This design comes from an exercise in tuning for small area on the open sky130 flow, not from production work. Function was checked by simulation only, so behaviour that the tests miss may differ from the original. Power figures rest on the tool's default switching activity, not on a simulated workload.

Setup of the baseline:
==> flow/design.v (excerpt) <==
module SimulatedDevice(
    input[1:0] global_state,
    input sys_clk,
    input rx,
    output tx,
    input turn_left_signal,
    input turn_right_signal,
    input move_forward_signal,
    input move_backward_signal,
    input place_barrier_signal,
    input destroy_barrier_signal,
    input rst,
    input clutch,
    input throttle,
    input brake,
    input power_on,
    input power_off,
    output front_detector,
    output back_detector,
    output left_detector,
    output right_detector,
    output move_backward_light,
    output move_forward_light,
    output turn_left_light,
    output turn_right_light,
    output power_light,
    output reg [2:0] state_light,
    output [3:0] moving_light,
    output [7:0] seg1,
    output [7:0] seg2,
    output [7:0] an
    );
export LEC_CHECK = 0
export CAP_MARGIN = 20
export CORE_MARGIN = 2
export CORE_UTILIZATION = 40
export SLEW_MARGIN = 20
create_clock -name core_clock -period 25.0 [get_ports {sys_clk}]
standard.sh (not shown) runs the stock make flow with config.mk's settings and CLKGATE_MAP_FILE= SYNTH_SCRIPT=/design/flow/synth_recipe.tcl, a recipe that flattens the netlist after the stock synthesis.
==> flow/flow/run.sh <==
#!/bin/bash
# Own layout flow: the standard synthesis; then the combinational logic
# re-mapped for area with a few ABC scripts (flip-flops untouched), keeping
# the smallest mapping that is proven equivalent to the standard netlist;
# then the standard layout with small port buffers and a small clock tree.
set -uo pipefail
WORK=$(pwd)
PLAT=${FLOW_PLATFORM:-sky130hd}
RES=$WORK/orfs/results/$PLAT/SimulatedDevice/base
LIB=$FLOW_HOME/platforms/$PLAT/lib/sky130_fd_sc_hd__tt_025C_1v80.lib
YOSYS=yosys
[ -x "$FLOW_HOME/../tools/install/yosys/bin/yosys" ] && YOSYS=$FLOW_HOME/../tools/install/yosys/bin/yosys

bash standard.sh synth > $WORK/flow_synth.log 2>&1 || exit 1
cp $RES/1_2_yosys.v $WORK/std_netlist.v
python3 $WORK/flow/cutff.py $WORK/std_netlist.v $WORK/cut_std.v || exit 1

DU=""
for c in $(sed -n '/^export DONT_USE_CELLS/,/^$/p' $FLOW_HOME/platforms/$PLAT/config.mk | grep -o "sky130_fd_sc_hd__[a-z0-9_]*"); do DU="$DU -dont_use $c"; done
SEQ=$(grep -oE "sky130_fd_sc_hd__(e?df|sdf|sedf|dl|conb)[a-z0-9_]*" $WORK/std_netlist.v | sort -u | tr '\n' ' ')
FFS_STD=$(grep -oE "sky130_fd_sc_hd__(e?df|sdf|sedf)[a-z0-9_]* +[^ ]+" $WORK/std_netlist.v | sort | md5sum)

best=""
best_area=""
remap_one() {
  local s=$1
  cat > $WORK/remap_$s.ys <<EOF
read_liberty -ignore_miss_func $LIB
blackbox $SEQ
read_verilog $WORK/std_netlist.v
hierarchy -top $FLOW_TOP
flatten
opt_clean
abc -script $WORK/flow/remap_$s.abc -liberty $LIB $DU -D 25000
opt_clean -purge
hilomap -singleton -hicell sky130_fd_sc_hd__conb_1 HI -locell sky130_fd_sc_hd__conb_1 LO
splitnets
opt_clean -purge
tee -o $WORK/remap_$s.stat stat -liberty $LIB
write_verilog -noattr -noexpr -nohex -nodec -selected $WORK/remap_all_$s.v
EOF
  $YOSYS -s $WORK/remap_$s.ys > $WORK/flow_remap_$s.log 2>&1 || return 1
  python3 - $WORK/remap_all_$s.v $WORK/remap_$s.v $FLOW_TOP <<'P' || return 1
import sys,re
t=open(sys.argv[1]).read()
m=re.search(r'module '+sys.argv[3]+r'\b.*?endmodule',t,re.S)
open(sys.argv[2],'w').write(m.group(0)+'\n')
P
  # same flip-flop instances as the standard netlist
  [ "$FFS_STD" = "$(grep -oE "sky130_fd_sc_hd__(e?df|sdf|sedf)[a-z0-9_]* +[^ ]+" $WORK/remap_$s.v | sort | md5sum)" ] || return 1
  # combinational equivalence, every flip-flop cut into ports
  python3 $WORK/flow/cutff.py $WORK/remap_$s.v $WORK/cut_remap_$s.v || return 1
  cat > $WORK/equiv_$s.ys <<EOF
read_liberty -ignore_miss_func $LIB
read_verilog $WORK/cut_std.v
hierarchy -top $FLOW_TOP
flatten
rename $FLOW_TOP gold
design -stash gold
read_liberty -ignore_miss_func $LIB
read_verilog $WORK/cut_remap_$s.v
hierarchy -top $FLOW_TOP
flatten
rename $FLOW_TOP gate
design -stash gate
design -copy-from gold -as gold gold
design -copy-from gate -as gate gate
miter -equiv -flatten -make_assert gold gate miter
hierarchy -top miter
sat -verify -prove-asserts miter
EOF
  $YOSYS -s $WORK/equiv_$s.ys > $WORK/flow_equiv_$s.log 2>&1 || return 1
  touch $WORK/remap_$s.ok
}
ALL="w1 w2 w3 w5 w7 w11 w13 w17 y1 y2 y3 y5 y7 y11 y13 y17 n1 n2 n3 n5 n7 n11 n13 n17"
set -- $ALL
while [ $# -gt 0 ]; do
  for i in 1 2 3 4; do
    [ $# -gt 0 ] || break
    remap_one $1 &
    shift
  done
  wait
done
for s in $ALL; do
  [ -f $WORK/remap_$s.ok ] || continue
  area=$(grep "Chip area" $WORK/remap_$s.stat | awk '{print $NF}')
  echo "script $s: area $area, equivalent" >> $WORK/flow_choice.log
  if [ -z "$best" ] || python3 -c "import sys; sys.exit(0 if float('$area') < float('$best_area') else 1)"; then
    best=$s; best_area=$area
  fi
done
if [ -n "$best" ]; then
  echo "using re-mapped netlist $best ($best_area)" >> $WORK/flow_choice.log
  cp $WORK/remap_$best.v $RES/1_2_yosys.v
  touch $RES/1_2_yosys.v
else
  echo "using standard netlist" >> $WORK/flow_choice.log
fi

bash standard.sh \
  BUFFER_PORTS_ARGS="-buffer_cell sky130_fd_sc_hd__buf_1" \
  CTS_ARGS="-sink_clustering_enable -repair_clock_nets -dont_use_dummy_load -buf_list {sky130_fd_sc_hd__clkbuf_4 sky130_fd_sc_hd__clkbuf_8}" \
  finish > $WORK/flow_layout.log 2>&1
Other scripts of this flow, unchanged in this note and not shown: flow/flow/cutff.py, flow/flow/remap_n1.abc, flow/flow/remap_n11.abc, flow/flow/remap_n13.abc, flow/flow/remap_n17.abc, flow/flow/remap_n2.abc, flow/flow/remap_n3.abc, flow/flow/remap_n5.abc, flow/flow/remap_n7.abc, flow/flow/remap_w1.abc, flow/flow/remap_w11.abc, flow/flow/remap_w13.abc, flow/flow/remap_w17.abc, flow/flow/remap_w2.abc, flow/flow/remap_w3.abc, flow/flow/remap_w5.abc, flow/flow/remap_w7.abc, flow/flow/remap_y1.abc, flow/flow/remap_y11.abc, flow/flow/remap_y13.abc, flow/flow/remap_y17.abc, flow/flow/remap_y2.abc, flow/flow/remap_y3.abc, flow/flow/remap_y5.abc, flow/flow/remap_y7.abc
## Diff of input files: the candidate against the baseline
--- a/flow/design.v
+++ b/flow/design.v
@@ -271,27 +271,28 @@
     always @(posedge sys_clk) begin
         if (rst) rxd1 <= 1'b1;
         else if (even) begin
             if (p_idle) begin
                 rxd1 <= rx;
                 rxd2 <= rxd1;
             end
             if (P[3:0] == 4'hf && P[7:4] != 4'd0 && P[7:4] <= 4'd4) dsh <= {rx, dsh[3:1]};
         end
     end
-    wire p_jump = rst | (even & ((P == 8'd15) | (P == 8'd176)));
+    wire p_end = P[7] & P[5] & P[4];       
+    wire p_jump = rst | (even & ((P == 8'd15) | p_end));
     wire [7:0] p_to = rst ? 8'd5 : (P == 8'd15) ? (edge_s ? 8'd16 : 8'd17) : 8'd5;
     wire [7:0] p_t;
     assign p_t[0] = even & ~(p_idle & ((P == 8'd5) ^ edge_s));
     genvar pi;
     generate for (pi = 1; pi < 8; pi = pi + 1) begin : pt
         assign p_t[pi] = p_t[pi-1] & P[pi-1];
     end endgenerate
     always @(posedge sys_clk)
         P <= p_jump ? p_to : (P ^ p_t);
-    wire d_new = (P == 8'd162) & ~even;
+    wire d_new = P[7] & P[5] & ~P[4] & (P[3:0] == 4'd2) & ~even;    
     always @(posedge sys_clk)
         if (rst) dprev <= 4'd0;
         else if (d_new) dprev <= dsh;
     assign rec = d_new ? dsh : dprev;
     assign D = dprev;
 endmodule
==> comparison <==
For the candidate, the commonest non-fill, non-tap cell in the layout was nor2_1, unlike the baseline, where it was dfxtp_1. The candidate went all the way through synthesis, placement and routing and the layout is clean on timing, DRC and antenna. From the baseline to the candidate the numbers moved as follows: power stayed essentially flat; area after synthesis stayed essentially flat; total half-perimeter wirelength after legalization and detailed placement moved up; placed cell area about even; final worst slack rose 6.5 ps.

[afterwards: timing with drivers on the ports]
Ports are ideal in the flow. The routed layouts listed here were re-timed in OpenROAD.
Step 1 (the two cells are an assumption about what drives the block):
set clk [get_ports {sys_clk}]
set_driving_cell -lib_cell sky130_fd_sc_hd__clkbuf_16 $clk
set_driving_cell -lib_cell sky130_fd_sc_hd__buf_2 [delete_from_list [all_inputs] $clk]
Step 2 moves the port delays by t, midway between the first and last clock arrival at a register: inputs arrive t later, outputs are due t later. That takes back most of the time a late clock gives input paths.
Slacks: ideal / step 1 / step 2; pairs: ideal / step 1.
run | shift t [ns] | slack for setup (ns) | slew at the worst register clock pin (ns) | worst slew at a driven data input, ns | pins driven straight from the clock port
the baseline | 0.374 | 13.269 / 13.247 / 13.247 | 0.10 / 0.10 | 0.03 | 1
the candidate | 0.385 | 13.276 / 13.246 / 13.246 | 0.09 / 0.09 | 0.04 | 1
After both steps every run listed still meets setup and hold. The setup slack of the candidate, which loses most, moves by -0.030 ns with the drivers and by -0.030 ns with both steps.
